From an optimization exercise on the open Yosys and OpenROAD flow, aimed at small area; shortcuts taken in it are not production practice. Only simulation tests tie the RTL to the original design; equivalence was not proved. Power and IR drop assume default switching activity.

--- flow/flow/run.sh ---
#!/bin/bash
# The standard layout with these changes:
#  - after the standard synthesis, the combinational cells are re-mapped for
#    area (flow/reopt.sh); the flip-flops stay exactly as synthesis made them
#  - the port buffers are the smallest buffer cell
#  - clock tree synthesis inserts no dummy loads and uses larger sink clusters
set -euo pipefail
export BUFFER_PORTS_ARGS="-buffer_cell sky130_fd_sc_hd__buf_1"
export CTS_ARGS="-sink_clustering_enable -repair_clock_nets -dont_use_dummy_load -sink_clustering_size 30 -sink_clustering_max_diameter 50"
R=orfs/results/sky130hd/configure/base
bash standard.sh synth > synth.log 2>&1
cp $R/1_2_yosys.v standard_1_2_yosys.v
bash flow/reopt.sh "$PWD/standard_1_2_yosys.v" "$PWD/reopt_1_2_yosys.v" "$PWD/reopt.log"
cp reopt_1_2_yosys.v $R/1_2_yosys.v
rm -f $R/1_synth.odb $R/1_synth.sdc
bash standard.sh > standard.log 2>&1
--- flow/flow/reopt.sh ---
#!/bin/bash
# reopt.sh IN.v OUT.v LOG
# Re-maps the combinational cells of a mapped netlist for area with ABC, keeping
# every flip-flop instance (its name and cell type) exactly as it is.
set -euo pipefail
IN=$1; OUT=$2; LOG=$3
PLAT=$FLOW_HOME/platforms/sky130hd
LIB=$PLAT/lib/sky130_fd_sc_hd__tt_025C_1v80.lib
DU=$(sed -n '/^export DONT_USE_CELLS/,/^$/p' $PLAT/config.mk | grep -o 'sky130_fd_sc_hd__[a-z0-9_]*' | sed 's/^/-dont_use /' | tr '\n' ' ')
FLOPS=$(grep -o 'sky130_fd_sc_hd__[a-z0-9_]*' $IN | sort -u | grep -E '__(df|edf|sdf|sedf|dl)' | tr '\n' ' ')
W=$(dirname $OUT)
cat > $W/reopt_abc.script <<EOS
&get -n
&st
&syn2
&dch -f
&nf -a -R 1000
&syn2
&dch -f
&nf -a -R 1000
&put
EOS
cat > $W/reopt.ys <<EOS
read_liberty -ignore_miss_func $LIB
read_verilog $IN
hierarchy -top configure
setattr -mod -set keep_hierarchy 1 $FLOPS
flatten
select configure
opt_clean -purge
abc -liberty $LIB $DU -script $W/reopt_abc.script
opt_clean -purge
hilomap -singleton -hicell sky130_fd_sc_hd__conb_1 HI -locell sky130_fd_sc_hd__conb_1 LO
splitnets
opt_clean -purge
stat -liberty $LIB
write_verilog -noattr -nohex -nodec -selected $OUT
EOS
yosys -l $LOG $W/reopt.ys > /dev/null
--- flow/standard.sh ---
#!/bin/bash
# synth_recipe.tcl (not shown) runs the flow's synth.tcl, then flattens the netlist and writes it again
# the make line also repeats each setting of config.mk as NAME=value (left out here)
make -C /OpenROAD-flow-scripts/flow DESIGN_CONFIG=/design/flow/config.mk WORK_HOME=/design/flow/orfs CLKGATE_MAP_FILE= SYNTH_SCRIPT=/design/flow/synth_recipe.tcl "${@:-finish}"
--- flow/config.mk ---
export PLATFORM = sky130hd
export DESIGN_NAME = configure
export DESIGN_NICKNAME = configure
export VERILOG_FILES = /design/flow/design.v
export SDC_FILE = /design/flow/constraint.sdc
export NUM_CORES = 4
export LEC_CHECK = 0
export CAP_MARGIN = 20
export CORE_MARGIN = 2
export CORE_UTILIZATION = 50
export SLEW_MARGIN = 20
--- flow/constraint.sdc ---
create_clock -name core_clock -period 5.0 [get_ports {ctrl_s_axi_aclk}]
set_input_delay 1.0000 -clock core_clock [delete_from_list [all_inputs] [get_ports {ctrl_s_axi_aclk}]]
set_output_delay 1.0000 -clock core_clock [all_outputs]
set_load 0.01 [all_outputs]
--- flow/design.v ---
module configure (
	input             ctrl_s_axi_aclk,
	input             ctrl_s_axi_aresetn,
	input      [31:0] ctrl_s_axi_awaddr,
	input             ctrl_s_axi_awvalid,
	output            ctrl_s_axi_awready,
	input      [31:0] ctrl_s_axi_wdata,
	input      [3:0]  ctrl_s_axi_wstrb,
	input             ctrl_s_axi_wvalid,
	output            ctrl_s_axi_wready,
	output     [1:0]  ctrl_s_axi_bresp,
	output            ctrl_s_axi_bvalid,
	input             ctrl_s_axi_bready,
	input      [31:0] ctrl_s_axi_araddr,
	input             ctrl_s_axi_arvalid,
	output            ctrl_s_axi_arready,
	output     [31:0] ctrl_s_axi_rdata,
	output     [1:0]  ctrl_s_axi_rresp,
	output            ctrl_s_axi_rvalid,
	input             ctrl_s_axi_rready,
	input      [31:0] udt_state,
	input             state_valid,
	output            state_ready,
	output            Req_Connect,
	input             Res_Connect,
	output            Req_Close,
	input             Res_Close,
	input             Peer_Req_Close,
	output reg        Peer_Res_Close,
	output reg        user_valid,
	input             user_ready,
	output reg [31:0] Snd_Buffer_Size,
	output reg [31:0] Rev_Buffer_Size,
	output reg [31:0] FlightFlagSize,
	output reg [31:0] MSSize,
	output reg [31:0] INIT_SEQ
);
localparam [31:0] DEF_SND = 32'd8192, DEF_REV = 32'd8192,
                  DEF_FLT = 32'd256000, DEF_MSS = 32'd8000;
localparam [2:0] S_MSS = 3'd0, S_SND = 3'd1, S_REV = 3'd2, S_FLT = 3'd3,
                 S_SEQ = 3'd4, S_CON = 3'd5, S_CLS = 3'd6, S_UNK = 3'd7;
localparam [3:0] W_RST = 4'd0, W_INIT = 4'd1, W_IDLE = 4'd2, W_UPD = 4'd3,
                 W_SEL = 4'd4, W_WR = 4'd5, W_CHK = 4'd6, W_OK = 4'd7,
                 W_ERR = 4'd8, W_CORE = 4'd9;
localparam [2:0] R_RST = 3'd0, R_IDLE = 3'd1, R_ADDR = 3'd2, R_WAIT = 3'd3,
                 R_VAL = 3'd4, R_DEC = 3'd5;
reg [3:0]  ws;
reg [2:0]  sel;
reg [2:0]  rs;
reg [31:0] st;         
reg [31:0] rd_sel;     
function lt32;
	input [31:0] a, b;
	integer i;
	begin
		lt32 = 1'b0;
		for (i = 0; i < 32; i = i + 1)
			lt32 = (~a[i] & b[i]) | (~a[i] & lt32) | (b[i] & lt32);
	end
endfunction
wire [2:0] aw_sel = (|ctrl_s_axi_awaddr[31:3]) ? S_UNK : ctrl_s_axi_awaddr[2:0];
wire [2:0] ar_sel = (|ctrl_s_axi_araddr[31:3]) ? S_UNK : ctrl_s_axi_araddr[2:0];
wire st_ff  = &st;
wire mss_ok = ~lt32(DEF_MSS, MSSize);
wire snd_ok = ~lt32(32'd1048576, Snd_Buffer_Size << 3);
wire rev_ok = ~lt32(32'd1048576, Rev_Buffer_Size << 3);
wire flt_ok = lt32(Rev_Buffer_Size, FlightFlagSize);
wire sel_ok =
	(sel == S_MSS) ? mss_ok :
	(sel == S_SND) ? snd_ok :
	(sel == S_REV) ? rev_ok :
	(sel == S_FLT) ? flt_ok :
	(sel == S_SEQ) ? 1'b1 :
	(sel == S_CON) ? (st == 32'h0 || st == 32'h1000) :
	(sel == S_CLS) ? (st == 32'h10) : 1'b0;
wire wr_go  = (ws == W_SEL) && ctrl_s_axi_wvalid;
wire err_go = (ws == W_CHK) && !sel_ok;
wire [31:0] mwd = ctrl_s_axi_wdata & {{8{ctrl_s_axi_wstrb[3]}}, {8{ctrl_s_axi_wstrb[2]}},
                                      {8{ctrl_s_axi_wstrb[1]}}, {8{ctrl_s_axi_wstrb[0]}}};
always @(posedge ctrl_s_axi_aclk or negedge ctrl_s_axi_aresetn)
	if (!ctrl_s_axi_aresetn)
		ws <= W_RST;
	else
		case (ws)
			W_RST:  ws <= W_INIT;
			W_INIT: ws <= W_IDLE;
			W_IDLE: ws <= ctrl_s_axi_awvalid ? W_SEL : state_valid ? W_UPD : W_IDLE;
			W_UPD:  ws <= W_IDLE;
			W_SEL:  if (ctrl_s_axi_wvalid) ws <= W_WR;
			W_WR:   ws <= W_CHK;
			W_CHK:  ws <= (sel_ok && sel != S_UNK) ? W_OK : W_ERR;
			W_OK:   if (ctrl_s_axi_bready) ws <= (sel == S_CON || sel == S_CLS) ? W_CORE : W_IDLE;
			W_ERR:  if (ctrl_s_axi_bready) ws <= W_IDLE;
			W_CORE: if (sel == S_CON ? Res_Connect : Res_Close) ws <= W_IDLE;
			default: ws <= W_IDLE;
		endcase
always @(posedge ctrl_s_axi_aclk)
	if (ws == W_IDLE)
		sel <= aw_sel;
assign ctrl_s_axi_awready = (ws == W_IDLE) || (ws == W_SEL) ||
	(sel == S_UNK && (ws == W_WR || ws == W_CHK || ws == W_ERR));
assign ctrl_s_axi_wready  = (ws == W_SEL) || (ws == W_WR && sel == S_UNK);
assign ctrl_s_axi_bvalid  = (ws == W_OK) || (ws == W_ERR);
assign ctrl_s_axi_bresp   = {2{ws == W_ERR}};
assign state_ready        = (ws == W_UPD);
assign Req_Connect        = (ws == W_CORE) && (sel == S_CON);
assign Req_Close          = (ws == W_CORE) && (sel == S_CLS);
wire [31:0] pv = mwd | {32{ws == W_CHK}};
wire        pl = wr_go || err_go;
always @(posedge ctrl_s_axi_aclk or negedge ctrl_s_axi_aresetn)
	if (!ctrl_s_axi_aresetn) begin
		MSSize          <= 32'h0;
		Snd_Buffer_Size <= 32'h0;
		Rev_Buffer_Size <= 32'h0;
		FlightFlagSize  <= 32'h0;
		INIT_SEQ        <= 32'h0;
	end else if (ws == W_RST) begin
		MSSize          <= MSSize | DEF_MSS;
		Snd_Buffer_Size <= Snd_Buffer_Size | DEF_SND;
		Rev_Buffer_Size <= Rev_Buffer_Size | DEF_REV;
		FlightFlagSize  <= FlightFlagSize | DEF_FLT;
	end else if (pl) begin
		if (sel == S_MSS) MSSize          <= pv;
		if (sel == S_SND) Snd_Buffer_Size <= pv;
		if (sel == S_REV) Rev_Buffer_Size <= pv;
		if (sel == S_FLT) FlightFlagSize  <= pv;
		if (sel == S_SEQ) INIT_SEQ        <= pv;
	end
wire st_upd = (ws == W_IDLE) && !ctrl_s_axi_awvalid && state_valid && !st_ff;
wire st_err = err_go && (sel == S_CON || sel == S_CLS);
wire st_con = (ws == W_OK) && ctrl_s_axi_bready && (sel == S_CON);
wire st_cls = (ws == W_OK) && ctrl_s_axi_bready && (sel == S_CLS);
wire st_ld  = st_upd || st_err || st_con || st_cls;
always @(posedge ctrl_s_axi_aclk or negedge ctrl_s_axi_aresetn)
	if (!ctrl_s_axi_aresetn)
		st <= 32'h0;
	else
		st <= ({32{st_upd}} & udt_state) | {32{st_err}} |
		      {23'h0, st_cls, 7'h0, st_con} | ({32{!st_ld}} & st);
always @(posedge ctrl_s_axi_aclk or negedge ctrl_s_axi_aresetn)
	if (!ctrl_s_axi_aresetn)
		rs <= R_RST;
	else
		case (rs)
			R_RST, R_IDLE: rs <= ctrl_s_axi_arvalid ? R_ADDR : R_IDLE;
			R_ADDR:        rs <= (ar_sel == S_UNK) ? R_DEC : R_WAIT;
			R_WAIT:        rs <= R_VAL;
			default:       rs <= R_IDLE;
		endcase
always @(posedge ctrl_s_axi_aclk)
	if (rs == R_RST || rs == R_IDLE)
		case (ar_sel)
			S_MSS:   rd_sel <= MSSize;
			S_SND:   rd_sel <= Snd_Buffer_Size;
			S_REV:   rd_sel <= Rev_Buffer_Size;
			S_FLT:   rd_sel <= FlightFlagSize;
			S_SEQ:   rd_sel <= INIT_SEQ;
			S_CON,
			S_CLS:   rd_sel <= st;
			default: rd_sel <= 32'hffff_ffff;
		endcase
assign ctrl_s_axi_arready = (rs == R_IDLE);
assign ctrl_s_axi_rvalid  = (rs == R_VAL) || (rs == R_DEC);
assign ctrl_s_axi_rdata   = ctrl_s_axi_rvalid ? rd_sel : 32'h0;
assign ctrl_s_axi_rresp   = (rs == R_DEC) ? 2'b01 : (rs == R_VAL && &rd_sel) ? 2'b11 : 2'b00;
always @(posedge ctrl_s_axi_aclk or negedge ctrl_s_axi_aresetn)
	if (!ctrl_s_axi_aresetn) begin
		user_valid     <= 1'b0;
		Peer_Res_Close <= 1'b0;
	end else if (Peer_Req_Close || Res_Close) begin
		user_valid     <= 1'b1;
		Peer_Res_Close <= 1'b0;
	end else if (user_ready) begin
		user_valid     <= 1'b0;
		Peer_Res_Close <= 1'b1;
	end
endmodule
==> impl_summary.txt, run 1 <==
----------------------------------------------------
[Outcome]
  Outcome ... finished clean

[Timing]
  Final Worst Setup Slack ... 0.495 ns
  Crit path time final ... about 4.5 ns
  Clock skew ... 0.0666 ns
  Post-route worst hold slack ... 0.491 ns
  Highest clock rate ... between 200 and 250 MHz
  Max-slew violation count ... 0
  Fin Setup TNS ... 0 ns
  RSZ-0062 raised after global routing ... no
  Worst slew margin relative to its limit ... 0.309
  Final Hold Violating Endpoints ... 0
  Setup violators final ... 0
  Final worst path period share ... 0.901
  Worst-margin pin slew ... just over 1 ns

[Clock network]
  Maximum clock path buffer count ... 3
  Count of cells resized by post-cts repair ... 0
  CTS sink cnt ... ~240
  Clk slew on worst S/H paths ... ~0.05 ns
  Clock root buffer master ... sky130_fd_sc_hd__clkbuf_16
  TritonCTS clock tree ... done
  Hold Buf Count CTS ... 0
  Clock latency reported for the late side of the worst-skew pair ... 0.56 ns
  Number of setup buffers added after CTS ... 0
  Number of levels in the clock H-tree ... 1
  CTS Buf Count ... 26

[Cells and area]
  Total number of nets in the final design ... between 1.5k and 2k
  Reg area ... about 6100 um^2
  Fraction of layout cells with a size suffix above 1 ... 0.0472
  Relative area change from synthesis to final layout ... 24.0%
  Area of combinational cells with multiple inputs ... ~4700 um^2
  Count of filler cells inserted in the layout ... around 1.9k

[Worst setup path]
  Worst setup path category ... reg2reg
  Worst path slowest cell ... sky130_fd_sc_hd__nor2_2
  Critical path endpoint category ... flop
  Max stage delay on crit path ... between 0.6 and 0.7 ns
  Setup slack of the worst register-to-register path ... a little under 0.5 ns
  Required time of the critical path ... between 5 and 6 ns
  Element type at the critical path start ... flop
  Largest fanout of any net on the critical path ... 10
  Endpoint of the lowest-slack register-to-register path ... FlightFlagSize[22]$_DFFE_PN0P_
  Crit Reg-Reg Startpoint ... FlightFlagSize[0]$_DFFE_PN0P_
  Cells traversed along the worst timing path ... nor2b_1 -> maj3_1 -> a21oi_1 -> nor3_1 -> a2111oi_0 -> a21oi_1 -> o21ai_0 -> nor3b_1 -> nand4_1 -> and2_0 -> nor2_2 -> buf_4 -> nor2_1 -> a21oi_1
  Number of cells on the worst reg-to-reg path ... 14
  Data arrival, critical path ... approximately 4.9 ns
  Critical path's most frequent cell ... sky130_fd_sc_hd__a21oi_1

[GRT]
  Number of global-route vias before repair ... 10.7k
  First-pass GRT wire length ... approximately 65000 um
  Gr ovfl total ... 0
  Largest net degree at the start of global routing ... just over 100
  Antenna violations before repair ... 1
  Global routing usage summed across all routing layers ... 0.384

[Drt]
  Wire length per cell after detailed routing ... about 25 um
  Number of vias in the routed layout ... between 10k and 15k
  WL final ... 44700 um
  DRC violations left ... 0
  Iter 0 DRT Violations ... ~1.4k
  Drt pass-1 iters ... 10
  Post-detailed-route via-to-cell ratio ... approximately 6.4
  Antenna-violating nets left ... 0

[Pwr]
  Peak supply drop ... 0.200 mV
  Power per cell area ... between 300 and 400 nW/um^2
  Static power due to leakage ... ~0.0046 uW

[Flow run]
  Max-capacitance violation count ... 0

[Place]
  Count of buffers from port buffering ... about 350
  Half-perimeter wire length of the detailed placement result ... about 32000 um
  RD Place Congestion ... approximately 0.94
  Pre-CTS WS ... ~0.66 ns

[Die]
  Top-level port count ... 350
  Placeable core region ... 21200 um^2
  Overall die area ... 22900 um^2
  Die width ... 151 um
  Initial cell density of the core ... 0.513
  Number of core rows ... 53
  Die Span Y ... between 150 and 200 um

[Synthesis]
  Mean instance size in the synthesized netlist ... slightly below 10 um^2
  Gate count of the mapped netlist ... around 1.1k
  Total number of yosys warnings ... 1
  Syn Std Cell Area ... ~11000 um^2
  Number of nets produced by synthesis ... 1267

[Hold path]
  Number of cells traversed by the worst hold path ... 1
  Worst hold-check path type ... reg2reg
  Start point of the worst hold path ... rs[2]$_DFF_PN0_
  Worst Hold End ... rs[2]$_DFF_PN0_

----------------------------------------------------
## worst max path at each step
stage                                                  to  cells past startpoint                          start
after global routing      Rev_Buffer_Size[10]$_DFFE_PN0P_                     14  FlightFlagSize[0]$_DFFE_PN0P_
after floorplan                       rd_sel[0]$_DFFE_PN_                      6          ctrl_s_axi_araddr[23]
final                      FlightFlagSize[22]$_DFFE_PN0P_                     14  FlightFlagSize[0]$_DFFE_PN0P_
after CTS                 Rev_Buffer_Size[17]$_DFFE_PN0P_                     14  FlightFlagSize[0]$_DFFE_PN0P_
after detailed placement    FlightFlagSize[4]$_DFFE_PN0P_                     14  FlightFlagSize[0]$_DFFE_PN0P_
after global placement     FlightFlagSize[10]$_DFFE_PN0P_                     14  FlightFlagSize[0]$_DFFE_PN0P_
## registers in the layout, indices dropped and copies added, names as in the netlist, 3 cells and up
signal,flops
Snd_Buffer_Size,32
ws,4
rs,3
sel,3
rd_sel,32
Rev_Buffer_Size,32
FlightFlagSize,32
st,32
INIT_SEQ,32
MSSize,32
## through the flow
step	cells	utilization	instance area, um^2	power (uW)
after CTS	1801	0.635	13400	4450
final	1802	0.635	13400	4460
after floorplan	1123	-	10800	2500
after global placement	1775	0.604	12800	2860
after global routing	1802	0.635	13400	4620
after detailed placement	1775	0.604	12800	2860
## per-layer routing
metal,track usage,share of wire,vias up,wire length [um]
li1,-,-,5066,-
met1,0.527,0.38,5536,17100
met2,0.583,0.45,828,20100
met3,0.104,0.13,137,5810
met4,0.150,0.038,0,1720
met5,0,0,-,0
## critical path, delay by kind of cell, from the launching register on
| kind | cells | cell delay, ns |
|---|---|---|
| AND/OR/NAND/NOR | 7 | 2.11 |
| AO/OA/AOI/OAI | 5 | 1.18 |
| flip-flops | 1 | 0.40 |
| adder cells (fa/ha/maj) | 1 | 0.38 |
| buffers and inverters | 1 | 0.30 |
## report_power, final
group | switching, uW | internal [uW]
logic | 510 | 233
clock network | 721 | 905
registers | 60.8 | 2030
total | 1290 | 3170
## cell usage in the layout (no fill, tap or decap), types with 3 or more instances in the layout
| master | n |
|---|---|
| sky130_fd_sc_hd__buf_1 | 347 |
| sky130_fd_sc_hd__dfrtp_1 | 201 |
| sky130_fd_sc_hd__nand2_1 | 147 |
| sky130_fd_sc_hd__nor2_1 | 131 |
| sky130_fd_sc_hd__a21oi_1 | 117 |
| sky130_fd_sc_hd__nand3_1 | 105 |
| sky130_fd_sc_hd__nor4_1 | 40 |
| sky130_fd_sc_hd__o21ai_0 | 40 |
| sky130_fd_sc_hd__clkinv_1 | 38 |
| sky130_fd_sc_hd__and2_0 | 36 |
| sky130_fd_sc_hd__edfxtp_1 | 35 |
| sky130_fd_sc_hd__a222oi_1 | 32 |
| sky130_fd_sc_hd__a221oi_1 | 31 |
| sky130_fd_sc_hd__o22a_1 | 30 |
| sky130_fd_sc_hd__nand4_1 | 28 |
| sky130_fd_sc_hd__buf_4 | 28 |
| sky130_fd_sc_hd__clkbuf_16 | 26 |
| sky130_fd_sc_hd__nor3_1 | 11 |
| sky130_fd_sc_hd__o22ai_1 | 8 |
| sky130_fd_sc_hd__a21o_1 | 8 |
| sky130_fd_sc_hd__nor2b_1 | 7 |
| sky130_fd_sc_hd__a22oi_1 | 7 |
| sky130_fd_sc_hd__nor2_2 | 7 |
| sky130_fd_sc_hd__or3_1 | 6 |
| sky130_fd_sc_hd__a211oi_1 | 5 |
| sky130_fd_sc_hd__nand3b_1 | 4 |
| sky130_fd_sc_hd__nor2_4 | 4 |
| sky130_fd_sc_hd__o221ai_1 | 4 |
| sky130_fd_sc_hd__nand2b_1 | 3 |
| sky130_fd_sc_hd__nor3b_1 | 3 |
| sky130_fd_sc_hd__nor4b_1 | 3 |
| sky130_fd_sc_hd__or4_1 | 3 |
## layout make-up
| class | instances | area share |
|---|---|---|
| diodes | 1 | 0.000186 |
| flip-flops and latches | 236 | 0.452 |
| clock buffers | 26 | 0.0484 |
| repair buffers | 377 | 0.115 |
| multi-input cells | 849 | 0.348 |
| well taps | 275 | 0.0256 |
| inverters | 38 | 0.0106 |
==> run 2, diff against run 1 <==
--- a/flow/config.mk
+++ b/flow/config.mk
@@ -6,6 +6,6 @@
 export NUM_CORES = 4
 export LEC_CHECK = 0
-export CAP_MARGIN = 20
+export CAP_MARGIN = 0
 export CORE_MARGIN = 2
 export CORE_UTILIZATION = 50
-export SLEW_MARGIN = 20
+export SLEW_MARGIN = 0
==> run 2 against run 1 <==
Net effect:
- still clean
- worst setup slack gained 0.0091 ns
- power about the same
- synthesized cell count did not move
- clock-buffer cell count unchanged
- critical endpoint unchanged
- largest power group unchanged
==> impl_summary.txt, run 2 <==
----------------------------------------------------
[Timing]
  Setup violators final ... 0 (unchanged)
  Final Worst Setup Slack ... 0.505 ns (+0.00906 ns)
  Final Hold Violating Endpoints ... 0 (unchanged)
  Max-slew violation count ... 0 (unchanged)
  RSZ-0062 raised after global routing ... no
  Crit path time final ... 4.50 ns (-0.00906 ns)
  Worst-margin pin slew ... 1.17 ns (+0.138 ns)
  Clock skew ... 0.0637 ns (-0.00290 ns)
  Fin Setup TNS ... 0 ns (unchanged)
  Highest clock rate ... 222 MHz (+0.20%)
  Post-route worst hold slack ... 0.491 ns (-0.000422 ns)
  Final worst path period share ... 0.899 (-0.00181)
  Worst slew margin relative to its limit ... 0.218 (-0.0912)

[Pwr]
  Power per cell area ... 332 nW/um^2 (about the same)
  Net Sw Frac ... 0.290 (about the same)
  Switching pwr ... 1290 uW (about the same)
  Peak supply drop ... 0.197 mV (-1.4%)
  Internal power of the cells ... 3170 uW (about the same)
  Logic pwr share ... 0.167 (about the same)
  Share of power burned in registers ... 0.469 (about the same)
  Static power due to leakage ... 0.00459 uW (about the same)
  Part of the power in the clock network ... 0.364 (about the same)

[Worst setup path]
  Element type at the critical path start ... flop
  Data arrival, critical path ... 4.92 ns (about the same)
  CP top delay family ... simple AND/OR/NAND/NOR gates
  Critical path endpoint category ... flop
  Cells traversed along the worst timing path ... nor2b_1 -> maj3_1 -> a21oi_1 -> nor3_1 -> a2111oi_0 -> a21oi_1 -> o21ai_0 -> nor3b_1 -> nand4_1 -> and2_0 -> nor2_2 -> buf_4 -> nor2_1 -> a21oi_1
  Buf+Inv Stages, Crit Path ... 1 (unchanged)
  Critical path's most frequent cell ... sky130_fd_sc_hd__a21oi_1
  Setup slack of the worst register-to-register path ... 0.50 ns (about the same)
  Worst setup path category ... reg2reg
  Largest fanout of any net on the critical path ... 10 (unchanged)
  Required time of the critical path ... 5.42 ns (about the same)
  Max stage delay on crit path ... 0.62 ns (-0.02 ns)
  Worst path slowest cell ... sky130_fd_sc_hd__nor2_2

[Cells and area]
  Total number of nets in the final design ... 1672 (unchanged)
  Fraction of layout cells with a size suffix above 1 ... 0.0465 (-0.000655)
  Relative area change from synthesis to final layout ... 23.9% (about the same)
  Count of filler cells inserted in the layout ... 1904 (+0.053%)
  Leading cell type in the layout, fill and taps excluded ... sky130_fd_sc_hd__buf_1
  Commonest cells after routing, fill and taps aside ... sky130_fd_sc_hd__buf_1 (347), sky130_fd_sc_hd__dfrtp_1 (201), sky130_fd_sc_hd__nand2_1 (147)
  Share of the core filled with cells ... 0.635 (about the same)

[Clock network]
  Clock latency reported for the late side of the worst-skew pair ... 0.56 ns (about the same)
  Number of setup buffers added after CTS ... 0 (unchanged)
  Hold Buf Count CTS ... 0 (unchanged)
  Clock root buffer master ... sky130_fd_sc_hd__clkbuf_16
  CTS Buf Count ... 26 (unchanged)
  Count of cells resized by post-cts repair ... 0 (unchanged)
  TritonCTS clock tree ... done
  Clk slew on worst S/H paths ... 0.05 ns (about the same)
  CTS sink cnt ... 236 (unchanged)
  Number of levels in the clock H-tree ... 1 (unchanged)
  Maximum clock path buffer count ... 3 (unchanged)

[Die]
  Top-level port count ... 350 (unchanged)
  Die Span Y ... 151 um (unchanged)
  Die width ... 151 um (unchanged)
  Number of core rows ... 53 (unchanged)
  Overall die area ... 22900 um^2 (unchanged)
  Placeable core region ... 21200 um^2 (unchanged)
  Initial cell density of the core ... 0.513 (unchanged)

[GRT]
  Number of global-route vias before repair ... 10.7k (unchanged)
  Antenna violations before repair ... 1 (unchanged)
  First-pass GRT wire length ... 65200 um (unchanged)
  Largest net degree at the start of global routing ... 103 (unchanged)
  Gr ovfl total ... 0 (unchanged)
  Global routing usage summed across all routing layers ... 0.384 (unchanged)

[Drt]
  WL final ... 44700 um (-0.19%)
  Post-detailed-route via-to-cell ratio ... 6.42 (about the same)
  Iter 0 DRT Violations ... 1384 (+0.58%)
  Number of vias in the routed layout ... 11.6k (+0.069%)
  Wire length per cell after detailed routing ... 24.8 um (-0.19%)
  DRC violations left ... 0 (unchanged)
  Antenna-violating nets left ... 0 (unchanged)
  Drt pass-1 iters ... 8 (-2)

[Synthesis]
  Number of nets produced by synthesis ... 1267 (unchanged)
  Gate count of the mapped netlist ... 1123 (unchanged)
  Total number of yosys warnings ... 1 (unchanged)
  Syn Std Cell Area ... 10800 um^2 (unchanged)
  Mean instance size in the synthesized netlist ... 9.65 um^2 (unchanged)

[Flow run]
  Max-capacitance violation count ... 0 (unchanged)

[Place]
  Count of buffers from port buffering ... 348 (unchanged)
  Pre-CTS WS ... 0.663 ns (unchanged)
  RD Place Congestion ... 0.936 (unchanged)
  Half-perimeter wire length of the detailed placement result ... 31900 um (unchanged)

[Hold path]
  Worst hold-check path type ... reg2reg

[Outcome]
  Outcome ... finished clean

----------------------------------------------------
-- run 2: power by group through the flow --
stage | sequential, uW | clock (uW) | combinational [uW]
5_1_grt | 2100 | 1700 | 821
3_5_place_dp | 2120 | 0 | 739
6_report | 2090 | 1620 | 744
3_3_place_gp | 2130 | 0 | 732
4_1_cts | 2090 | 1620 | 740
2_1_floorplan | 2120 | 0 | 385
-- run 2: cell type report --
type | instances | area (um^2) | area share
multi-input cells | 849 | 4680 | 0.348
inverters | 38 | 143 | 0.0106
diodes | 1 | 2.50 | 0.000186
repair buffers | 377 | 1540 | 0.115
well taps | 275 | 344 | 0.0256
flip-flops and latches | 236 | 6080 | 0.453
clock buffers | 26 | 651 | 0.0484
-- run 2: worst reg2reg max path, delay by kind of cell, from the launching register on --
family / cells / cell delay [ns]
AOI/OAI and AO/OA: 5 / 1.19
adders and majority gates: 1 / 0.38
buffers and inverters: 1 / 0.30
DFF: 1 / 0.40
and+or+nand+nor: 7 / 2.11
-- run 2: worst paths after layout --
path                                                from                         endpoint  depth (start not counted)
setup / recovery           FlightFlagSize[0]$_DFFE_PN0P_   FlightFlagSize[22]$_DFFE_PN0P_                         14
hold / removal                           rs[2]$_DFF_PN0_                  rs[2]$_DFF_PN0_                          1
setup reg to reg           FlightFlagSize[0]$_DFFE_PN0P_   FlightFlagSize[22]$_DFFE_PN0P_                         14
hold reg to reg                          rs[2]$_DFF_PN0_                  rs[2]$_DFF_PN0_                          1
max in group asynchronous             ctrl_s_axi_aresetn  Rev_Buffer_Size[28]$_DFFE_PN0P_                          2
min in group asynchronous             ctrl_s_axi_aresetn          INIT_SEQ[4]$_DFFE_PN0P_                          1
-- run 2: metal layers --
metal / wire length, um / vias up / global-route usage
met4: 1730 / 0 / 0.150
met5: 0 / - / 0
li1: - / 5062 / -
met1: 17100 / 5548 / 0.527
met3: 5740 / 128 / 0.104
met2: 20100 / 837 / 0.583
-- run 2: stage by stage --
stage | instances | instance area (um^2) | power [uW]
final | 1802 | 13400 | 4460
after global routing | 1802 | 13400 | 4620
after CTS | 1801 | 13400 | 4450
after detailed placement | 1775 | 12800 | 2860
after global placement | 1775 | 12800 | 2860
after floorplan | 1123 | 10800 | 2500
==> run 3, diff against run 2 <==
--- a/flow/design.v
+++ b/flow/design.v
@@ -40,7 +40,5 @@
 localparam [2:0] S_MSS = 3'd0, S_SND = 3'd1, S_REV = 3'd2, S_FLT = 3'd3,
                  S_SEQ = 3'd4, S_CON = 3'd5, S_CLS = 3'd6, S_UNK = 3'd7;
-localparam [3:0] W_RST = 4'd0, W_INIT = 4'd1, W_IDLE = 4'd2, W_UPD = 4'd3,
-                 W_SEL = 4'd4, W_WR = 4'd5, W_CHK = 4'd6, W_OK = 4'd7,
-                 W_ERR = 4'd8, W_CORE = 4'd9;
+localparam [3:0] W_RST = 4'd0, W_INIT = 4'd1, W_IDLE = 4'd3, W_UPD = 4'd2, W_SEL = 4'd6, W_WR = 4'd7, W_CHK = 4'd5, W_OK = 4'd4, W_ERR = 4'd12, W_CORE = 4'd8;
 localparam [2:0] R_RST = 3'd0, R_IDLE = 3'd1, R_ADDR = 3'd2, R_WAIT = 3'd3,
                  R_VAL = 3'd4, R_DEC = 3'd5;
--- a/flow/flow/run.sh
+++ b/flow/flow/run.sh
@@ -7,5 +7,6 @@
 set -euo pipefail
 export BUFFER_PORTS_ARGS="-buffer_cell sky130_fd_sc_hd__buf_1"
-export CTS_ARGS="-sink_clustering_enable -repair_clock_nets -dont_use_dummy_load -sink_clustering_size 30 -sink_clustering_max_diameter 50"
+export RECOVER_POWER=100
+export CTS_ARGS="-sink_clustering_enable -repair_clock_nets -dont_use_dummy_load -sink_clustering_size 30 -sink_clustering_max_diameter 80"
 R=orfs/results/sky130hd/configure/base
 bash standard.sh synth > synth.log 2>&1
--- a/flow/config.mk
+++ b/flow/config.mk
@@ -6,6 +6,6 @@
 export NUM_CORES = 4
 export LEC_CHECK = 0
-export CAP_MARGIN = 0
-export CORE_MARGIN = 2
-export CORE_UTILIZATION = 50
-export SLEW_MARGIN = 0
+export CAP_MARGIN = 20
+export CORE_AREA = 2.3 2.72 149.04 146.88
+export DIE_AREA = 0 0 151.25 151.25
+export SLEW_MARGIN = 20
==> run 3 against run 2 <==
Net effect:
- now fails the layout checks on capacitance limit, slew limit
- sequential share of layout area up 1.9 points
- cell count decreased by 3.9%
- first-iteration DRC count rose by 3.3%
- register-to-register slack gained 0.19 ns
- flip-flop and latch count unchanged
- critical path type unchanged
- utilization decreased by 2.5 points
- highest routed layer unchanged
- synthesized cell count fell by 4.6%
==> impl_summary.txt, run 3 <==
----------------------------------------------------
[Drt]
  Number of vias in the routed layout ... 10.9k (-5.7%)
  Drt pass-1 iters ... 6 (-2)
  Post-detailed-route via-to-cell ratio ... 6.31 (-1.8%)
  Antenna-violating nets left ... 0 (unchanged)
  Wire length per cell after detailed routing ... 24.6 um (-0.90%)
  DRC violations left ... 0 (unchanged)
  Iter 0 DRT Violations ... 1429 (+3.3%)
  WL final ... 42500 um (-4.8%)

[Worst setup path]
  Worst setup path category ... reg2reg
  Required time of the critical path ... 5.30 ns (-0.12 ns)
  Data arrival, critical path ... 4.61 ns (-0.31 ns)
  Cells traversed along the worst timing path ... nand2b_1 -> o221ai_1 -> a2111oi_0 -> o21ai_0 -> nand3b_1 -> nand3_1 -> a21oi_1 -> o21ai_4 -> clkbuf_1 -> o21ai_0
  Critical path's most frequent cell ... sky130_fd_sc_hd__o21ai_0
  CP top delay family ... compound AO/OA/AOI/OAI gates
  Critical path endpoint category ... flop
  Element type at the critical path start ... flop
  Max stage delay on crit path ... 0.89 ns (+0.27 ns)
  Buf+Inv Stages, Crit Path ... 1 (unchanged)
  Worst path slowest cell ... sky130_fd_sc_hd__a2111oi_0
  Largest fanout of any net on the critical path ... 20 (+10)

[GRT]
  Largest net degree at the start of global routing ... 73 (-29%)
  Gr ovfl total ... 0 (unchanged)
  First-pass GRT wire length ... 61700 um (-5.3%)
  Number of global-route vias before repair ... 9828 (-8.2%)
  Global routing usage summed across all routing layers ... 0.366 (-0.0176)
  Antenna violations before repair ... 0 (-1)

[Die]
  Initial cell density of the core ... 0.506 (-0.00686)
  Number of core rows ... 53 (unchanged)
  Die Span Y ... 151 um (unchanged)
  Placeable core region ... 21200 um^2 (unchanged)
  Die width ... 151 um (unchanged)
  Top-level port count ... 350 (unchanged)
  Overall die area ... 22900 um^2 (unchanged)

[Cells and area]
  Relative area change from synthesis to final layout ... 20.6%
  Fraction of layout cells with a size suffix above 1 ... 0.0275 (-0.0191)
  Count of filler cells inserted in the layout ... 1906 (+0.11%)
  Commonest cells after routing, fill and taps aside ... sky130_fd_sc_hd__buf_1 (347), sky130_fd_sc_hd__dfrtp_1 (201), sky130_fd_sc_hd__a21oi_1 (135)
  Total number of nets in the final design ... 1602 (-4.2%)
  Leading cell type in the layout, fill and taps excluded ... sky130_fd_sc_hd__buf_1
  Total inserted antenna cells ... 0 (-1)

[Clock network]
  CTS sink cnt ... 236 (unchanged)
  Clock latency reported for the late side of the worst-skew pair ... 0.50 ns (-0.06 ns)
  TritonCTS clock tree ... done
  CTS Buf Count ... 13 (-50%)
  Clock root buffer master ... sky130_fd_sc_hd__clkbuf_16
  Count of cells resized by post-cts repair ... 0 (unchanged)
  Hold Buf Count CTS ... 0 (unchanged)
  Clk slew on worst S/H paths ... 0.10 ns (+0.05 ns)
  Number of setup buffers added after CTS ... 0 (unchanged)
  Maximum clock path buffer count ... 3 (unchanged)
  Number of levels in the clock H-tree ... 1 (unchanged)

[Timing]
  Clock skew ... 0.0502 ns (-0.0135 ns)
  Highest clock rate ... 232 MHz (+4.5%)
  Max-slew violation count ... 140 (+140)
  Post-route worst hold slack ... 0.512 ns (+0.0213 ns)
  Final Hold Violating Endpoints ... 0 (unchanged)
  Worst-margin pin slew ... 2.62 ns (+1.45 ns)
  Setup violators final ... 0 (unchanged)
  Crit path time final ... 4.30 ns (-0.192 ns)
  Worst slew margin relative to its limit ... -0.749 (-0.967)
  Final worst path period share ... 0.861 (-0.0384)
  Fin Setup TNS ... 0 ns (unchanged)
  RSZ-0062 raised after global routing ... no

[Pwr]
  Peak supply drop ... 0.356 mV (+81%)
  Logic pwr share ... 0.365 (+0.198)
  Internal power of the cells ... 4080 uW (+29%)
  Share of power burned in registers ... 0.487 (+0.018)
  Net Sw Frac ... 0.445 (+0.155)
  Part of the power in the clock network ... 0.149 (-0.215)
  Power per cell area ... 569 nW/um^2 (+71%)
  Static power due to leakage ... 0.00484 uW (+5.5%)
  Switching pwr ... 3260 uW (+150%)

[Flow run]
  Max-capacitance violation count ... 4 (+4)

[Place]
  RD Place Congestion ... 0.929 (-0.66%)
  Half-perimeter wire length of the detailed placement result ... 30500 um (-4.3%)
  Count of buffers from port buffering ... 348 (unchanged)

[Synthesis]
  Mean instance size in the synthesized netlist ... 9.99 um^2 (+3.5%)
  Total number of yosys warnings ... 1 (unchanged)
  Syn Std Cell Area ... 10700 um^2 (-1.3%)
  Number of nets produced by synthesis ... 1215 (-4.1%)
  Gate count of the mapped netlist ... 1071 (-4.6%)

[Outcome]
  Outcome ... failed layout checks
  Set of violated layout checks ..... capacitance limit, slew limit

[Hold path]
  Worst hold-check path type ... reg2reg

----------------------------------------------------
-- run 3: through the flow --
step	power (uW)	cell area [um^2]	setup WS, ns	util	instances
after floorplan	4850	10700	0.0479	-	1071
after CTS	7290	13000	1.33	0.613	1731
final	7340	12900	0.696	0.610	1731
after global routing	7760	12900	0.624	0.610	1731
after detailed placement	6220	12600	1.25	0.597	1718
after global placement	6160	12600	1.27	0.597	1718
-- run 3: power by group through the flow --
| stage | Sequential (uW) | Clock, uW | Combinational, uW |
|---|---|---|---|
| 4_1_cts | 3540 | 1100 | 2660 |
| 3_5_place_dp | 3570 | 0 | 2640 |
| 6_report | 3570 | 1090 | 2670 |
| 2_1_floorplan | 3430 | 0 | 1410 |
| 3_3_place_gp | 3560 | 0 | 2600 |
| 5_1_grt | 3650 | 1160 | 2950 |
-- run 3: final timing paths --
check,start,to,slack (ns),cells after the start
setup reg to reg,Rev_Buffer_Size[18]$_DFFE_PN0P_,FlightFlagSize[18]$_DFFE_PN0P_,0.70,10
hold / removal,Peer_Res_Close$_DFFE_PN0P_,Peer_Res_Close$_DFFE_PN0P_,0.51,1
setup / recovery,Rev_Buffer_Size[18]$_DFFE_PN0P_,FlightFlagSize[18]$_DFFE_PN0P_,0.70,10
hold reg to reg,Peer_Res_Close$_DFFE_PN0P_,Peer_Res_Close$_DFFE_PN0P_,0.51,1
max in group asynchronous,ctrl_s_axi_aresetn,Snd_Buffer_Size[26]$_DFFE_PN0P_,1.50,2
min in group asynchronous,ctrl_s_axi_aresetn,Rev_Buffer_Size[7]$_DFFE_PN0P_,1.32,1
-- run 3: area by class of cell --
type	instances	area [um^2]	share of cell area
multi-input combinational	799	4540	0.352
sequential	236	6080	0.471
tap	275	344	0.0267
clock buffer	13	325	0.0252
inverter	36	135	0.0105
timing repair buffer	372	1480	0.115
-- run 3: per-layer routing --
layer  vias up  global-route usage  part of all wire
met4         0              0.0944             0.029
met2       724               0.555              0.45
met1      5215               0.533              0.41
met3        88              0.0852              0.12
li1       4892                   -                 -
met5         -              0.0114                 0
-- run 3: worst register-to-register path, cell delays in order, from the launching register on --
cell and delay (ns):
sky130_fd_sc_hd__dfrtp_1 0.47, sky130_fd_sc_hd__nand2b_1 0.19, sky130_fd_sc_hd__o221ai_1 0.18, sky130_fd_sc_hd__a2111oi_0 0.89, sky130_fd_sc_hd__o21ai_0 0.39, sky130_fd_sc_hd__nand3b_1 0.27, sky130_fd_sc_hd__nand3_1 0.11, sky130_fd_sc_hd__a21oi_1 0.18
sky130_fd_sc_hd__o21ai_4 0.55, sky130_fd_sc_hd__clkbuf_1 0.72, sky130_fd_sc_hd__o21ai_0 0.22
==> run 4, diff against run 3 <==
--- a/flow/flow/run.sh
+++ b/flow/flow/run.sh
@@ -7,5 +7,4 @@
 set -euo pipefail
 export BUFFER_PORTS_ARGS="-buffer_cell sky130_fd_sc_hd__buf_1"
-export RECOVER_POWER=100
 export CTS_ARGS="-sink_clustering_enable -repair_clock_nets -dont_use_dummy_load -sink_clustering_size 30 -sink_clustering_max_diameter 80"
 R=orfs/results/sky130hd/configure/base
==> run 4 against run 3 <==
Net effect:
- the run now finishes clean
- worst setup slack improved by 0.52 ns
- largest cell class unchanged
- sequential power hardly changed
- non-clock buffer count unchanged
- sequential share of layout area shrank 0.22 points
- register-to-register slack better by 0.52 ns
- clock-buffer cell count is the same
==> impl_summary.txt, run 4 <==
----------------------------------------------------
[Worst setup path]
  Largest fanout of any net on the critical path ... 38 (+90%)
  Critical path endpoint category ... flop
  Data arrival, critical path ... 4.14 ns (-0.47 ns)
  Element type at the critical path start ... flop
  Worst setup path category ... reg2reg
  Crit Reg-Reg Startpoint ... Rev_Buffer_Size[18]$_DFFE_PN0P_
  Required time of the critical path ... 5.36 ns (+0.06 ns)
  Launch point of the critical path ... Rev_Buffer_Size[18]$_DFFE_PN0P_
  Number of cells on the worst reg-to-reg path ... 10 (unchanged)

[Die]
  Die Span Y ... 151 um (unchanged)
  Top-level port count ... 350 (unchanged)
  Die width ... 151 um (unchanged)
  Number of core rows ... 53 (unchanged)
  Overall die area ... 22900 um^2 (unchanged)
  Initial cell density of the core ... 0.506 (unchanged)
  Placeable core region ... 21200 um^2 (unchanged)

[Timing]
  Highest clock rate ... 264 MHz (+14%)
  Clock skew ... 0.0482 ns (-0.00195 ns)
  Final Worst Setup Slack ... 1.22 ns (+0.520 ns)
  Final worst path period share ... 0.757 (-0.104)
  Fin Setup TNS ... 0 ns (unchanged)
  Setup violators final ... 0 (unchanged)
  Final Hold Violating Endpoints ... 0 (unchanged)
  RSZ-0062 raised after global routing ... no
  Crit path time final ... 3.78 ns (-0.520 ns)
  Max-slew violation count ... 0 (-100%)
  Worst slew margin relative to its limit ... 0.251 (+1.00)
  Worst-margin pin slew ... 1.12 ns (-1.50 ns)

[Hold path]
  Worst hold-check path type ... reg2reg
  Start point of the worst hold path ... Peer_Res_Close$_DFFE_PN0P_
  Number of cells traversed by the worst hold path ... 1 (unchanged)

[GRT]
  Global routing usage summed across all routing layers ... 0.366 (unchanged)
  Antenna violations before repair ... 0 (unchanged)
  Gr ovfl total ... 0 (unchanged)
  Largest net degree at the start of global routing ... 73 (unchanged)
  First-pass GRT wire length ... 61700 um (unchanged)
  Number of global-route vias before repair ... 9828 (unchanged)

[Clock network]
  Number of setup buffers added after CTS ... 0 (unchanged)
  Clock root buffer master ... sky130_fd_sc_hd__clkbuf_16
  Clock latency reported for the late side of the worst-skew pair ... 0.50 ns (about the same)
  TritonCTS clock tree ... done
  Hold Buf Count CTS ... 0 (unchanged)
  Maximum clock path buffer count ... 3 (unchanged)
  Number of levels in the clock H-tree ... 1 (unchanged)
  Clk slew on worst S/H paths ... 0.11 ns (about the same)
  CTS Buf Count ... 13 (unchanged)
  CTS sink cnt ... 236 (unchanged)
  Count of cells resized by post-cts repair ... 0 (unchanged)

[Drt]
  Antenna-violating nets left ... 0 (unchanged)
  Wire length per cell after detailed routing ... 24.5 um (about the same)
  Number of vias in the routed layout ... 11.0k (+1.0%)
  Iter 0 DRT Violations ... 1560 (+9.2%)
  Drt pass-1 iters ... 6 (unchanged)
  WL final ... 42500 um (about the same)
  DRC violations left ... 0 (unchanged)
  Post-detailed-route via-to-cell ratio ... 6.37 (+1.0%)

[Synthesis]
  Gate count of the mapped netlist ... 1071 (unchanged)
  Total number of yosys warnings ... 1 (unchanged)
  Mean instance size in the synthesized netlist ... 9.99 um^2 (unchanged)
  Syn Std Cell Area ... 10700 um^2 (unchanged)
  Number of nets produced by synthesis ... 1215 (unchanged)

[Cells and area]
  Commonest cells after routing, fill and taps aside ... sky130_fd_sc_hd__buf_1 (347), sky130_fd_sc_hd__dfrtp_1 (201), sky130_fd_sc_hd__a21oi_1 (135)
  Number of standard cells in the layout, taps in and fillers out ... 1731 (unchanged)
  Total number of nets in the final design ... 1602 (unchanged)
  Reg area ... 6080 um^2 (unchanged)
  Leading cell type in the layout, fill and taps excluded ... sky130_fd_sc_hd__buf_1
  Total inserted antenna cells ... 0 (unchanged)
  Count of filler cells inserted in the layout ... 1893 (-0.68%)
  Fraction of layout cells with a size suffix above 1 ... 0.0364 (+0.00893)
  Relative area change from synthesis to final layout ... 21.1%
  Area of combinational cells with multiple inputs ... 4560 um^2 (+0.50%)

[Place]
  Pre-CTS WS ... 1.25 ns (unchanged)
  Half-perimeter wire length of the detailed placement result ... 30500 um (unchanged)
  RD Place Congestion ... 0.929 (unchanged)
  Cell count after placement ... 1718 (unchanged)
  Count of buffers from port buffering ... 348 (unchanged)

[Pwr]
  Logic pwr share ... 0.365 (about the same)
  Power per cell area ... 567 nW/um^2 (-0.36%)
  Share of power burned in registers ... 0.487 (about the same)
  Static power due to leakage ... 0.00488 uW (+0.82%)
  Switching pwr ... 3260 uW (about the same)
  Net Sw Frac ... 0.444 (about the same)
  Part of the power in the clock network ... 0.148 (about the same)
  Internal power of the cells ... 4080 uW (+0.12%)
  Peak supply drop ... 0.352 mV (-0.94%)

[Flow run]
  Max-capacitance violation count ... 0 (-4)

[Outcome]
  Outcome ... finished clean

----------------------------------------------------
-- run 4: final cells by class --
| class | count | area share |
|---|---|---|
| Timing Repair Buffer | 372 | 0.117 |
| Multi-Input combinational cell | 799 | 0.352 |
| Inverter | 36 | 0.0104 |
| Clock buffer | 13 | 0.0251 |
| Tap cell | 275 | 0.0266 |
| Sequential cell | 236 | 0.469 |
-- run 4: critical path, stage by stage, from the launching register on --
cell                        delay (ns)
sky130_fd_sc_hd__dfrtp_1          0.47
sky130_fd_sc_hd__nand2b_1         0.18
sky130_fd_sc_hd__o221ai_1         0.17
sky130_fd_sc_hd__a2111oi_0        0.75
sky130_fd_sc_hd__o21ai_0          0.35
sky130_fd_sc_hd__nand3b_1         0.26
sky130_fd_sc_hd__nand3_1          0.11
sky130_fd_sc_hd__a21oi_1          0.20
sky130_fd_sc_hd__o2111ai_4        0.72
sky130_fd_sc_hd__buf_12           0.30
sky130_fd_sc_hd__o21ai_0          0.14
-- run 4: layer usage --
| layer | routed length, um | global-route usage | vias to the layer above |
|---|---|---|---|
| li1 | - | - | 4894 |
| met1 | 17200 | 0.533 | 5292 |
| met5 | 0 | 0.0114 | - |
| met3 | 5070 | 0.0852 | 87 |
| met4 | 1190 | 0.0944 | 0 |
| met2 | 19000 | 0.555 | 759 |
-- run 4: path summary, 6_finish.rpt --
check                                                  end  slack (ns)
max                                INIT_SEQ[9]$_DFFE_PN0P_        1.22
max reg2reg                        INIT_SEQ[9]$_DFFE_PN0P_        1.22
min reg2reg                     Peer_Res_Close$_DFFE_PN0P_        0.51
max in group asynchronous  Rev_Buffer_Size[13]$_DFFE_PN0P_        3.50
min in group asynchronous   Rev_Buffer_Size[7]$_DFFE_PN0P_        0.55
min                             Peer_Res_Close$_DFFE_PN0P_        0.51
-- run 4: power groups by stage --
| stage | registers (uW) | clock network (uW) | logic (uW) |
|---|---|---|---|
| final | 3570 | 1090 | 2680 |
| after global placement | 3560 | 0 | 2600 |
| after floorplan | 3430 | 0 | 1410 |
| after CTS | 3540 | 1100 | 2660 |
| after detailed placement | 3570 | 0 | 2640 |
| after global routing | 3650 | 1160 | 2950 |
-- run 4: per-stage QoR --
step / hold WS (ns) / util / instance area (um^2) / power, uW
2_1_floorplan: 0.440 / - / 10700 / 4850
3_3_place_gp: 0.477 / 0.597 / 12600 / 6160
3_5_place_dp: 0.484 / 0.597 / 12600 / 6220
4_1_cts: 0.508 / 0.613 / 13000 / 7290
5_1_grt: 0.535 / 0.613 / 13000 / 7770
6_report: 0.512 / 0.613 / 13000 / 7340
==> run 5, diff against run 4 <==
--- a/flow/config.mk
+++ b/flow/config.mk
@@ -9,3 +9,4 @@
 export CORE_AREA = 2.3 2.72 149.04 146.88
 export DIE_AREA = 0 0 151.25 151.25
+export PLACE_DENSITY = 0.8
 export SLEW_MARGIN = 20
==> run 5 against run 4 <==
Net effect:
- first-iteration DRC count is 3.3% lower
- combinational power hardly changed
- clock skew is 0.0095 ns lower
- largest power group unchanged
- hold slack worse by 0.011 ns
==> impl_summary.txt, run 5 <==
----------------------------------------------------
[Worst setup path]
  Cells traversed along the worst timing path ... or4_1 -> o31a_1 -> o2111ai_1 -> nand4_1 -> nand3_1 -> a21oi_1 -> o21ai_4 -> buf_4 -> o21ai_0 -> o21ai_0
  Required time of the critical path ... 5.41 ns (+0.05 ns)
  Element type at the critical path start ... flop
  Largest fanout of any net on the critical path ... 42 (+11%)
  Buf+Inv Stages, Crit Path ... 1 (unchanged)
  Worst path slowest cell ... sky130_fd_sc_hd__o21ai_4
  Setup slack of the worst register-to-register path ... 1.33 ns (+0.11 ns)
  Critical path's most frequent cell ... sky130_fd_sc_hd__o21ai_0
  CP top delay family ... compound AO/OA/AOI/OAI gates
  Critical path endpoint category ... flop
  Data arrival, critical path ... 4.08 ns (-0.06 ns)
  Worst setup path category ... reg2reg
  Max stage delay on crit path ... 0.61 ns (-0.14 ns)

[Place]
  Half-perimeter wire length of the detailed placement result ... 30100 um (-1.2%)
  Count of buffers from port buffering ... 348 (unchanged)
  Pre-CTS WS ... 1.15 ns (-0.0991 ns)
  RD Place Congestion ... 0.967 (+4.0%)

[Clock network]
  Hold Buf Count CTS ... 0 (unchanged)
  Count of cells resized by post-cts repair ... 0 (unchanged)
  Clock root buffer master ... sky130_fd_sc_hd__clkbuf_16
  Maximum clock path buffer count ... 3 (unchanged)
  CTS sink cnt ... 236 (unchanged)
  Clk slew on worst S/H paths ... 0.11 ns (about the same)
  Number of setup buffers added after CTS ... 0 (unchanged)
  TritonCTS clock tree ... done
  Clock latency reported for the late side of the worst-skew pair ... 0.49 ns (about the same)
  CTS Buf Count ... 12 (-1)
  Number of levels in the clock H-tree ... 1 (unchanged)

[Timing]
  Final Worst Setup Slack ... 1.33 ns (+0.114 ns)
  Setup violators final ... 0 (unchanged)
  Worst-margin pin slew ... 1.09 ns (-0.0355 ns)
  Worst slew margin relative to its limit ... 0.276 (+0.0251)
  Clock skew ... 0.0387 ns (-0.00950 ns)
  Fin Setup TNS ... 0 ns (unchanged)
  Final worst path period share ... 0.734 (-0.0228)
  Crit path time final ... 3.67 ns (-0.114 ns)
  Max-slew violation count ... 0 (unchanged)
  Highest clock rate ... 272 MHz (+3.1%)
  RSZ-0062 raised after global routing ... no
  Final Hold Violating Endpoints ... 0 (unchanged)

[Hold path]
  Worst hold-check path type ... reg2reg

[Die]
  Overall die area ... 22900 um^2 (unchanged)
  Top-level port count ... 350 (unchanged)
  Initial cell density of the core ... 0.506 (unchanged)
  Placeable core region ... 21200 um^2 (unchanged)
  Number of core rows ... 53 (unchanged)
  Die width ... 151 um (unchanged)
  Die Span Y ... 151 um (unchanged)

[Cells and area]
  Total number of nets in the final design ... 1598 (-0.25%)
  Relative area change from synthesis to final layout ... 20.7%
  Count of filler cells inserted in the layout ... 1876 (-0.90%)
  Share of the core filled with cells ... 0.610 (-0.00219)
  Commonest cells after routing, fill and taps aside ... sky130_fd_sc_hd__buf_1 (347), sky130_fd_sc_hd__dfrtp_1 (201), sky130_fd_sc_hd__a21oi_1 (135)
  Fraction of layout cells with a size suffix above 1 ... 0.0344 (-0.00197)
  Leading cell type in the layout, fill and taps excluded ... sky130_fd_sc_hd__buf_1

[Synthesis]
  Syn Std Cell Area ... 10700 um^2 (unchanged)
  Total number of yosys warnings ... 1 (unchanged)
  Number of nets produced by synthesis ... 1215 (unchanged)
  Gate count of the mapped netlist ... 1071 (unchanged)
  Mean instance size in the synthesized netlist ... 9.99 um^2 (unchanged)

[Pwr]
  Static power due to leakage ... 0.00485 uW (-0.54%)
  Logic pwr share ... 0.369 (+0.004)
  Peak supply drop ... 0.310 mV (-12%)
  Power per cell area ... 564 nW/um^2 (-0.49%)
  Share of power burned in registers ... 0.488 (about the same)
  Net Sw Frac ... 0.445 (about the same)
  Internal power of the cells ... 4050 uW (-0.86%)
  Part of the power in the clock network ... 0.143 (-0.005)
  Switching pwr ... 3240 uW (-0.83%)

[Drt]
  Drt pass-1 iters ... 12 (+6)
  Wire length per cell after detailed routing ... 24.2 um (-1.4%)
  Number of vias in the routed layout ... 11.2k (+1.2%)
  Iter 0 DRT Violations ... 1508 (-3.3%)
  Antenna-violating nets left ... 0 (unchanged)
  DRC violations left ... 0 (unchanged)
  WL final ... 41800 um (-1.6%)
  Post-detailed-route via-to-cell ratio ... 6.46 (+1.3%)

[GRT]
  Global routing usage summed across all routing layers ... 0.354 (-0.0120)
  Gr ovfl total ... 0 (unchanged)
  Antenna violations before repair ... 1 (+1)
  Number of global-route vias before repair ... 10.4k (+5.5%)
  Largest net degree at the start of global routing ... 103 (+41%)
  First-pass GRT wire length ... 61000 um (-1.1%)

[Outcome]
  Outcome ... finished clean

[Flow run]
  Max-capacitance violation count ... 0 (unchanged)

----------------------------------------------------
[run 5: worst reg2reg max path: stages (launching register included)]
cell and delay [ns]:
sky130_fd_sc_hd__dfrtp_1 0.48, sky130_fd_sc_hd__or4_1 0.56, sky130_fd_sc_hd__o31a_1 0.28, sky130_fd_sc_hd__o2111ai_1 0.42
sky130_fd_sc_hd__nand4_1 0.15, sky130_fd_sc_hd__nand3_1 0.13, sky130_fd_sc_hd__a21oi_1 0.14, sky130_fd_sc_hd__o21ai_4 0.61
sky130_fd_sc_hd__buf_4 0.52, sky130_fd_sc_hd__o21ai_0 0.20, sky130_fd_sc_hd__o21ai_0 0.11
[run 5: worst paths after layout]
| check | start | endpoint | cells after the start |
|---|---|---|---|
| max | MSSize[5]$_DFFE_PN0P_ | FlightFlagSize[13]$_DFFE_PN0P_ | 10 |
| min | Peer_Res_Close$_DFFE_PN0P_ | Peer_Res_Close$_DFFE_PN0P_ | 1 |
| max reg2reg | MSSize[5]$_DFFE_PN0P_ | FlightFlagSize[13]$_DFFE_PN0P_ | 10 |
| min reg2reg | Peer_Res_Close$_DFFE_PN0P_ | Peer_Res_Close$_DFFE_PN0P_ | 1 |
| max in group asynchronous | ctrl_s_axi_aresetn | Snd_Buffer_Size[29]$_DFFE_PN0P_ | 2 |
| min in group asynchronous | ctrl_s_axi_aresetn | MSSize[22]$_DFFE_PN0P_ | 1 |
[run 5: routing by layer]
layer / vias up / global-route usage / wire length, um
met5: - / 0.00909 / 0
met4: 0 / 0.146 / 2050
met3: 155 / 0.0946 / 5540
met2: 871 / 0.559 / 19300
met1: 5251 / 0.466 / 14900
li1: 4884 / - / -
[run 5: final cells by class]
type | instances | area, um^2 | area share
Inverter | 36 | 135 | 0.0105
Multi-Input combinational cell | 799 | 4560 | 0.353
Timing Repair Buffer | 369 | 1490 | 0.116
Sequential cell | 236 | 6080 | 0.471
Antenna cell | 1 | 2.50 | 0.000194
Tap cell | 275 | 344 | 0.0266
Clock buffer | 12 | 300 | 0.0233
[run 5: power by group through the flow]
stage | combinational [uW] | clock, uW | sequential, uW
3_5_place_dp | 2650 | 0 | 3540
5_1_grt | 2950 | 1100 | 3610
4_1_cts | 2660 | 1040 | 3510
6_report | 2680 | 1040 | 3560
2_1_floorplan | 1410 | 0 | 3430
3_3_place_gp | 2580 | 0 | 3510
[run 5: per-stage QoR]
| stage | hold slack (ns) | area (um^2) | instances | total power [uW] |
|---|---|---|---|---|
| finish | 0.501 | 12900 | 1728 | 7280 |
| global route | 0.519 | 12900 | 1728 | 7670 |
| CTS | 0.504 | 12900 | 1727 | 7210 |
| detailed placement | 0.481 | 12600 | 1715 | 6190 |
| global placement | 0.475 | 12600 | 1715 | 6090 |
| floorplan | 0.440 | 10700 | 1071 | 4850 |
==> run 6, diff against run 5 <==
--- a/flow/config.mk
+++ b/flow/config.mk
@@ -7,6 +7,6 @@
 export LEC_CHECK = 0
 export CAP_MARGIN = 20
-export CORE_AREA = 2.3 2.72 149.04 146.88
-export DIE_AREA = 0 0 151.25 151.25
+export CORE_AREA = 2.3 2.72 139.84 138.72
+export DIE_AREA = 0 0 142.14 142.14
 export PLACE_DENSITY = 0.8
 export SLEW_MARGIN = 20
==> run 6 against run 5 <==
Net effect:
- still clean
- via count up 2.5%
- clock power about the same
- wire length down 1.3%
- cell count down 2.4%
- worst setup slack worse by 0.092 ns
- clock skew up 0.021 ns
- register-to-register slack worse by 0.09 ns
- combinational power about the same
- power up 0.17%
- synthesized cell count unchanged
- critical endpoint is now FlightFlagSize[17]$_DFFE_PN0P_
- largest cell class unchanged
- largest power group unchanged
==> impl_summary.txt, run 6 <==
----------------------------------------------------
[Cells and area]
  Share of the core filled with cells ... 0.687 (+0.0766)
  Commonest cells after routing, fill and taps aside ... sky130_fd_sc_hd__buf_1 (347), sky130_fd_sc_hd__dfrtp_1 (201), sky130_fd_sc_hd__a21oi_1 (135)
  Finished Cell Area ... 12900 um^2 (-0.47%)
  Leading cell type in the layout, fill and taps excluded ... sky130_fd_sc_hd__buf_1
  Number of standard cells in the layout, taps in and fillers out ... 1686 (-2.4%)
  Fraction of layout cells with a size suffix above 1 ... 0.0338 (-0.000665)
  Relative area change from synthesis to final layout ... 20.1%
  Count of filler cells inserted in the layout ... 1501 (-20%)
  Total number of nets in the final design ... 1597 (-0.063%)

[Pwr]
  Power per cell area ... 568 nW/um^2 (+0.64%)
  Peak supply drop ... 0.279 mV (-9.9%)
  Total chip power ... 7290 uW (+0.17%)
  Static power due to leakage ... 0.00485 uW (-0.10%)

[Timing]
  Worst-margin pin slew ... 0.941 ns (-0.145 ns)
  Fin Setup TNS ... 0 ns (unchanged)
  Max-slew violation count ... 0 (unchanged)
  Final worst path period share ... 0.752 (+0.0184)
  Setup violators final ... 0 (unchanged)
  Worst slew margin relative to its limit ... 0.373 (+0.0970)
  Crit path time final ... 3.76 ns (+0.0920 ns)
  RSZ-0062 raised after global routing ... no
  Clock skew ... 0.0599 ns (+0.0212 ns)
  Highest clock rate ... 266 MHz (-2.4%)
  Final Hold Violating Endpoints ... 0 (unchanged)

[Worst setup path]
  Critical path endpoint category ... flop
  Largest fanout of any net on the critical path ... 36 (-14%)
  Element type at the critical path start ... flop
  Required time of the critical path ... 5.40 ns (about the same)
  Number of cells on the worst reg-to-reg path ... 11 (+1)
  Endpoint of the lowest-slack register-to-register path ... FlightFlagSize[17]$_DFFE_PN0P_
  Crit Reg-Reg Startpoint ... Rev_Buffer_Size[16]$_DFFE_PN0P_
  Data arrival, critical path ... 4.16 ns (+0.08 ns)
  Setup slack of the worst register-to-register path ... 1.24 ns (-0.09 ns)
  Worst setup path category ... reg2reg

[Drt]
  Antenna-violating nets left ... 0 (unchanged)
  Post-detailed-route via-to-cell ratio ... 6.79 (+5.1%)
  Drt pass-1 iters ... 9 (-3)
  Wire length per cell after detailed routing ... 24.5 um (+1.1%)
  WL final ... 41300 um (-1.3%)
  Number of vias in the routed layout ... 11.4k (+2.5%)
  Iter 0 DRT Violations ... 1679 (+11%)
  DRC violations left ... 0 (unchanged)

[Die]
  Placeable core region ... 18700 um^2 (-12%)
  Die Span Y ... 142 um (-6.0%)
  Overall die area ... 20200 um^2 (-12%)
  Initial cell density of the core ... 0.572 (+0.0662)
  Number of core rows ... 50 (-5.7%)
  Top-level port count ... 350 (unchanged)
  Die width ... 142 um (-6.0%)

[Flow run]
  Max-capacitance violation count ... 0 (unchanged)

[Synthesis]
  Total number of yosys warnings ... 1 (unchanged)
  Gate count of the mapped netlist ... 1071 (unchanged)
  Syn Std Cell Area ... 10700 um^2 (unchanged)
  Mean instance size in the synthesized netlist ... 9.99 um^2 (unchanged)
  Number of nets produced by synthesis ... 1215 (unchanged)

[Place]
  Half-perimeter wire length of the detailed placement result ... 29300 um (-2.8%)
  Cell count after placement ... 1673 (-2.4%)
  Placed cell area ... 12500 um^2 (-0.47%)
  RD Place Congestion ... 0.948 (-2.0%)
  Count of buffers from port buffering ... 348 (unchanged)

[Clock network]
  Count of cells resized by post-cts repair ... 0 (unchanged)
  Clock latency reported for the late side of the worst-skew pair ... 0.50 ns (about the same)
  Clk slew on worst S/H paths ... 0.11 ns (about the same)
  Hold Buf Count CTS ... 0 (unchanged)
  Maximum clock path buffer count ... 3 (unchanged)
  Number of levels in the clock H-tree ... 1 (unchanged)
  TritonCTS clock tree ... done
  Number of setup buffers added after CTS ... 0 (unchanged)
  CTS sink cnt ... 236 (unchanged)
  Clock root buffer master ... sky130_fd_sc_hd__clkbuf_16
  CTS Buf Count ... 12 (unchanged)

[Hold path]
  Start point of the worst hold path ... Peer_Res_Close$_DFFE_PN0P_
  Number of cells traversed by the worst hold path ... 1 (unchanged)
  Worst hold-check path type ... reg2reg
  Worst Hold End ... Peer_Res_Close$_DFFE_PN0P_

[GRT]
  Global routing usage summed across all routing layers ... 0.402 (+0.0472)
  First-pass GRT wire length ... 61200 um (+0.41%)
  Largest net degree at the start of global routing ... 110 (+6.8%)
  Number of global-route vias before repair ... 10.4k (+0.76%)
  Antenna violations before repair ... 0 (-1)
  Gr ovfl total ... 0 (unchanged)

[Outcome]
  Outcome ... finished clean

----------------------------------------------------
[run 6: worst max-delay path, stage by stage, from the launching register on]
cell and delay, ns:
sky130_fd_sc_hd__dfrtp_1 0.48, sky130_fd_sc_hd__clkinv_1 0.11, sky130_fd_sc_hd__o221ai_1 0.17, sky130_fd_sc_hd__a2111oi_0 0.66
sky130_fd_sc_hd__o21ai_0 0.30, sky130_fd_sc_hd__nand3b_1 0.24, sky130_fd_sc_hd__nand3_1 0.10, sky130_fd_sc_hd__a21oi_1 0.19
sky130_fd_sc_hd__o21ai_4 0.66, sky130_fd_sc_hd__buf_4 0.48, sky130_fd_sc_hd__o21ai_0 0.14, sky130_fd_sc_hd__o21ai_0 0.11
[run 6: layout make-up]
class / count / area, um^2 / area share
sequential: 236 / 6080 / 0.473
antenna: 1 / 2.50 / 0.000195
multi-input combinational: 799 / 4550 / 0.354
tap: 234 / 293 / 0.0228
clock buffer: 12 / 300 / 0.0234
inverter: 36 / 135 / 0.0105
timing repair buffer: 368 / 1490 / 0.116
[run 6: where the power goes]
group	internal, uW	leakage [uW]	switching [uW]	total, uW
Clock	435	0.000148	606	1040
Sequential	2600	0.00286	971	3570
Combinational	1010	0.00184	1670	2680
Total	4040	0.00485	3250	7290
[run 6: worst max path at each step]
| stage | startpoint | endpoint | cells after the start |
|---|---|---|---|
| 6_report | Rev_Buffer_Size[16]$_DFFE_PN0P_ | FlightFlagSize[17]$_DFFE_PN0P_ | 11 |
| 5_1_grt | Rev_Buffer_Size[18]$_DFFE_PN0P_ | FlightFlagSize[11]$_DFFE_PN0P_ | 11 |
| 4_1_cts | MSSize[0]$_DFFE_PN0P_ | FlightFlagSize[17]$_DFFE_PN0P_ | 10 |
| 3_5_place_dp | ctrl_s_axi_araddr[23] | rd_sel[30]$_DFFE_PN_ | 8 |
| 3_3_place_gp | ctrl_s_axi_araddr[23] | rd_sel[17]$_DFFE_PN_ | 8 |
| 2_1_floorplan | MSSize[0]$_DFFE_PN0P_ | FlightFlagSize[0]$_DFFE_PN0P_ | 8 |
[run 6: through the flow]
| step | hold slack [ns] | worst slack, ns |
|---|---|---|
| final | 0.499 | 1.24 |
| after global routing | 0.514 | 1.04 |
| after CTS | 0.501 | 1.39 |
| after detailed placement | 0.480 | 1.26 |
| after global placement | 0.477 | 1.37 |
| after floorplan | 0.440 | 0.0479 |
[run 6: routing by layer]
metal / vias to the layer above / track usage / part of all wire
li1: 4881 / - / -
met1: 5416 / 0.565 / 0.37
met2: 979 / 0.629 / 0.45
met3: 164 / 0.0774 / 0.13
met4: 0 / 0.147 / 0.047
met5: - / 0 / 0

==> separate check: timing with driven ports <==
In the flow no input, the clock included, has a driving cell. The finished layouts below were timed again as built, in two steps. Step 1 sets driving cells, clkbuf_16 on the clock port and buf_2 on the other inputs (assumed; they add their load-dependent delay and slew). Step 2, shift: input delay + t, output delay - t, t = (earliest + latest rising clock arrival at the registers) / 2. This alone moves slack from input paths to output paths. Three values: no drivers, after step 1, after step 2; two values: the first two.
run | t, ns | setup slack, ns | clock arrival spread, ns | worst register clock-pin slew, ns | pins driven straight from the clock port
run 1 | 0.570 | 0.495 / 0.495 / 0.495 | 0.067 / 0.066 | 0.08 / 0.08 | 1
run 2 | 0.570 | 0.505 / 0.505 / 0.505 | 0.063 / 0.064 | 0.08 / 0.08 | 1
run 3 | 0.526 | 0.696 / 0.696 / 0.289 | 0.050 / 0.050 | 0.12 / 0.12 | 1
run 4 | 0.530 | 1.216 / 1.216 / 0.973 | 0.049 / 0.048 | 0.12 / 0.12 | 1
run 5 | 0.518 | 1.330 / 1.330 / 1.063 | 0.039 / 0.039 | 0.12 / 0.12 | 1
run 6 | 0.514 | 1.238 / 1.238 / 1.166 | 0.060 / 0.060 | 0.12 / 0.12 | 1
The setup slack of run 3, which loses most, moves by 0.000 ns with the drivers and by -0.407 ns with both steps.
